Context: an optimization exercise on an open-source flow, tuned for small area, a short achievable clock period and few clock cycles. The choices shown serve that exercise and are no tape-out recipe.

==> 07-22 <==
==> flow/design.v (excerpt) <==
module mmm_r2mm_2n
#(
    parameter K = 256
)
(
    input   wire            clk     ,
    input   wire            rst_n   ,
    input   wire [K-1  :0]  x       ,
    input   wire [K-1  :0]  y       ,
    input   wire [K-1  :0]  m       ,
    input   wire            req     ,
    output  wire [K-1  :0]  res     ,
    output  reg             val     
);
==> flow/config.mk <==
export PLATFORM = sky130hd
export DESIGN_NAME = mmm_r2mm_2n
export DESIGN_NICKNAME = mmm_r2mm_2n
export VERILOG_FILES = /design/flow/design.v
export SDC_FILE = /design/flow/constraint.sdc
export NUM_CORES = 8
export LEC_CHECK = 0
export CAP_MARGIN = 20
export CORE_MARGIN = 2
export CORE_UTILIZATION = 55
export SETUP_SLACK_MARGIN = 2
export SLEW_MARGIN = 20
export SYNTH_HIERARCHICAL = 1
export SYNTH_MINIMUM_KEEP_SIZE = 0
export TNS_END_PERCENT = 100
==> flow/constraint.sdc <==
create_clock -name core_clock -period 30.0 [get_ports {clk}]
set_input_delay 6.0000 -clock core_clock [delete_from_list [all_inputs] [get_ports {clk}]]
set_output_delay 6.0000 -clock core_clock [all_outputs]
set_load 0.01 [all_outputs]
standard.sh (not shown) runs the stock make flow with config.mk's settings and CLKGATE_MAP_FILE= SYNTH_SCRIPT=/design/flow/synth_recipe.tcl, a recipe that flattens the netlist after the stock synthesis.
==> flow/flow/run.sh <==
#!/bin/bash
set -uo pipefail
bash standard.sh SETUP_SLACK_MARGIN=22.7 MATCH_CELL_FOOTPRINT=0 \
  'BUFFER_PORTS_ARGS=-buffer_cell sky130_fd_sc_hd__buf_2' finish > standard_flow.log 2>&1
==> 09-15 (differences from 07-22) <==
--- a/flow/design.v
+++ b/flow/design.v
@@ -316,39 +316,29 @@
     7'd125: begin inv = 8'd51; inv3 = 8'd153; end
     7'd126: begin inv = 8'd85; inv3 = 8'd255; end
     7'd127: begin inv = 8'd255; inv3 = 8'd253; end
     default: begin inv = 8'd0; inv3 = 8'd0; end
     endcase
 end
 endmodule
-module mmm_xb (
+module mmm_bd (
     input  wire       clk,
-    input  wire       clr,
-    input  wire [7:0] xn,
-    input  wire [7:0] mn,
-    input  wire       x255,
+    input  wire [8:0] d,
     output wire [3:0] one,
     output wire [3:0] two,
     output wire [3:0] neg
 );
-reg [7:0] xd, md;
-reg       s255, bor, ptop;
-wire [8:0] d = {1'b0, xd} - {1'b0, md & {8{s255}}} - {8'd0, bor};
-wire [8:0] e = {d[7:0], ptop};
+reg [8:0] e;
+always @(posedge clk) e <= d;
 genvar g;
 generate for (g = 0; g < 4; g = g + 1) begin : g_b
     assign one[g] = e[2*g+1] ^ e[2*g];
     assign two[g] = (e[2*g+2] & ~e[2*g+1] & ~e[2*g]) | (~e[2*g+2] & e[2*g+1] & e[2*g]);
     assign neg[g] = e[2*g+2];
 end endgenerate
-always @(posedge clk) begin
-    xd <= xn; md <= mn; s255 <= x255;
-    if (clr) begin bor <= 1'b0; ptop <= 1'b0; end
-    else begin bor <= d[8]; ptop <= d[7]; end
-end
 endmodule
 module mmm_dreg #(parameter W = 8) (
     input  wire         clk,
     input  wire [W-1:0] d,
     output reg  [W-1:0] q
 );
 always @(posedge clk) q <= d;
@@ -384,61 +374,70 @@
     input   wire [K-1  :0]  m       ,
     input   wire            req     ,
     output  wire [K-1  :0]  res     ,
     output  reg             val     
 );
 localparam KD = 8;
 localparam SW = 265;
-reg  [255:0]  Yr, Mr, Rr;
+reg  [255:0]  Yr, Mr;
 reg  [SW-1:0] Sr, Cr;
 reg           cinr;
 reg  [31:0]   sel;
 reg  [5:0]    cnt;
+reg           s32;
 wire [SW-1:0] ns, nc;
 wire ncin;
 wire idle  = (cnt == 6'd0);
 wire start = req & idle;
 wire it    = (cnt != 6'd0) && (cnt <= 6'd33);
 wire f1    = (cnt == 6'd34);
 wire f2    = (cnt == 6'd35);
 wire clr   = idle | f2;
-always @(posedge clk) begin Yr <= y; Mr <= m; end
+always @(posedge clk) begin Mr <= m; end
 wire [KD-1:0] inv_t, inv3_t;
 mmm_inv u_inv (.a(Mr[KD-1:1]), .inv(inv_t), .inv3(inv3_t));
 wire [KD-1:0] q_0;
 mmm_q u_q0 (.clk(clk), .clr(clr), .ns(ns[KD-1:0]), .nc(nc[KD-1:0]), .ncin(ncin), .inv(inv_t), .inv3(inv3_t), .q(q_0));
 wire [KD-1:0] q_1;
 mmm_q u_q1 (.clk(clk), .clr(clr), .ns(ns[KD-1:0]), .nc(nc[KD-1:0]), .ncin(ncin), .inv(inv_t), .inv3(inv3_t), .q(q_1));
 wire [KD-1:0] q_2;
 mmm_q u_q2 (.clk(clk), .clr(clr), .ns(ns[KD-1:0]), .nc(nc[KD-1:0]), .ncin(ncin), .inv(inv_t), .inv3(inv3_t), .q(q_2));
 wire [KD-1:0] q_3;
 mmm_q u_q3 (.clk(clk), .clr(clr), .ns(ns[KD-1:0]), .nc(nc[KD-1:0]), .ncin(ncin), .inv(inv_t), .inv3(inv3_t), .q(q_3));
 integer i;
-reg [KD-1:0] xn;
+reg [KD-1:0] xn, mn;
 always @* begin
-    xn = {KD{1'b0}};
-    for (i = 0; i < 32; i = i + 1) xn = xn | ({KD{sel[i]}} & x[i*KD +: KD]);
-end
-reg [KD-1:0] mn;
-always @* begin
-    mn = {KD{1'b0}};
-    for (i = 0; i < 32; i = i + 1) mn = mn | ({KD{sel[i]}} & m[i*KD +: KD]);
+    xn = {KD{1'b0}}; mn = {KD{1'b0}};
+    for (i = 1; i < 32; i = i + 1) begin
+        xn = xn | ({KD{sel[i]}} & x[i*KD +: KD]);
+        if (i < 31) mn = mn | ({KD{sel[i+1]}} & Mr[i*KD +: KD]);
+        else mn = mn | ({KD{s32}} & Mr[i*KD +: KD]);
+    end
 end
+always @(posedge clk) s32 <= it & sel[31];
+reg [KD-1:0] xd;
+reg          s255, bor, ptop;
+always @(posedge clk) begin xd <= xn; s255 <= x[255]; end
+wire [KD:0] dp = {1'b0, xd} - {1'b0, mn & {KD{s255}}} - {{KD{1'b0}}, bor};
+wire [KD:0] d0 = {1'b0, x[KD-1:0]} - {1'b0, m[KD-1:0] & {KD{x[255]}}};
+wire [KD:0] dd = idle ? d0 : dp;
+wire [KD:0] be = {dd[KD-1:0], ~idle & ptop};
+always @(posedge clk) begin bor <= dd[KD]; ptop <= dd[KD-1]; end
 wire [3:0] bo_0, bt_0, bn_0;
-mmm_xb u_xb0 (.clk(clk), .clr(clr), .xn(xn), .mn(mn), .x255(x[255]), .one(bo_0), .two(bt_0), .neg(bn_0));
+mmm_bd u_bd0 (.clk(clk), .d(be), .one(bo_0), .two(bt_0), .neg(bn_0));
 wire [3:0] bo_1, bt_1, bn_1;
-mmm_xb u_xb1 (.clk(clk), .clr(clr), .xn(xn), .mn(mn), .x255(x[255]), .one(bo_1), .two(bt_1), .neg(bn_1));
+mmm_bd u_bd1 (.clk(clk), .d(be), .one(bo_1), .two(bt_1), .neg(bn_1));
 wire [3:0] bo_2, bt_2, bn_2;
-mmm_xb u_xb2 (.clk(clk), .clr(clr), .xn(xn), .mn(mn), .x255(x[255]), .one(bo_2), .two(bt_2), .neg(bn_2));
+mmm_bd u_bd2 (.clk(clk), .d(be), .one(bo_2), .two(bt_2), .neg(bn_2));
 wire [3:0] bo_3, bt_3, bn_3;
-mmm_xb u_xb3 (.clk(clk), .clr(clr), .xn(xn), .mn(mn), .x255(x[255]), .one(bo_3), .two(bt_3), .neg(bn_3));
+mmm_bd u_bd3 (.clk(clk), .d(be), .one(bo_3), .two(bt_3), .neg(bn_3));
 always @(posedge clk) begin
-    if (start) sel <= {{30{1'b0}}, 2'b10};
+    if (start) sel <= {{29{1'b0}}, 3'b100};
     else if (it) sel <= {sel[30:0], 1'b0};
-    else sel <= {{31{1'b0}}, 1'b1};
+    else sel <= {{30{1'b0}}, 2'b10};
 end
 wire [2047:0] pq;
 genvar gj;
 generate for (gj = 0; gj < KD; gj = gj + 1) begin : g_pp
     assign pq[gj*256+0 +: 64] = ~({64{q_0[gj]}} & Mr[63:0]);
     assign pq[gj*256+64 +: 64] = ~({64{q_1[gj]}} & Mr[127:64]);
     assign pq[gj*256+128 +: 64] = ~({64{q_2[gj]}} & Mr[191:128]);
@@ -8971,16 +8970,16 @@
         Sr <= {ns[SW-1:258], cpa};
         Cr <= {{(SW-256){1'b0}}, Mr};
         cinr <= 1'b0;
     end else begin
         Sr <= ns; Cr <= nc; cinr <= ncin;
     end
 end
-always @(posedge clk) Rr <= (~Sr[257] | cpa[257]) ? ~cpa[255:0] : ~Sr[255:0];
-assign res = Rr;
+always @(posedge clk) Yr <= f2 ? ((~Sr[257] | cpa[257]) ? ~cpa[255:0] : ~Sr[255:0]) : y;
+assign res = Yr;
 always @(posedge clk or negedge rst_n) begin
     if (!rst_n) begin
         cnt <= 6'd0; val <= 1'b0;
     end else begin
         val <= f2;
         if (start) cnt <= 6'd1;
         else if (f2) cnt <= 6'd0;
==> flow/flow/run.sh (replaced) <==
#!/bin/bash
set -uo pipefail
bash standard.sh SETUP_SLACK_MARGIN=22.5 MATCH_CELL_FOOTPRINT=0 \
  'BUFFER_PORTS_ARGS=-buffer_cell sky130_fd_sc_hd__buf_2' finish > standard_flow.log 2>&1
- CELL_PAD_IN_SITES_DETAIL_PLACEMENT: unset -> 1
- TNS_END_PERCENT: 100 -> 5
==> summary of the runs <==
Between 09-15 and 07-22, the lower die area is in 09-15 (gap 2.9%, measured against 07-22). In 09-15 the via count is larger than in 07-22, by about 3%. Of 09-15 and 07-22, 07-22 has the higher fmax (gap 4.0%, measured against 07-22). 09-15 finished but fails on max-slew violations. 07-22 finished clean. In 07-22 the cell count is larger than in 09-15, by about 0.7%. Against 09-15, the register-to-register slack of 07-22 is better by 0.45 ns. Of 07-22 and 09-15, 07-22 has the higher clock skew (gap 0.0066 ns).
Function was not checked in any run of this note: the RTL went through the layout flow alone.

==> separate check: timing with driven ports <==
In the flow no input, the clock included, has a driving cell. The finished layouts below were timed again as built, in two steps. Step 1: set_driving_cell puts a clkbuf_16 on clk and a buf_2 on each other input, an assumption about the parent block. Step 2, shift: input delay + t, output delay - t, t = (earliest + latest rising clock arrival at the registers) / 2. This alone moves slack from input paths to output paths. Three values: ideal, step 1, step 2; two values: the first two.
run	t, ns	setup WS [ns]	worst setup path at the end	clock arrival spread, ns	worst register clock-pin slew, ns
07-22	1.031	22.482 / 22.354 / 21.523	input to register	0.064 / 0.064	0.07 / 0.07
09-15	0.998	22.171 / 22.193 / 21.260	input to register	0.057 / 0.056	0.07 / 0.07
The setup slack of 07-22, which loses most, moves by -0.128 ns with the drivers and by -0.959 ns with both steps.
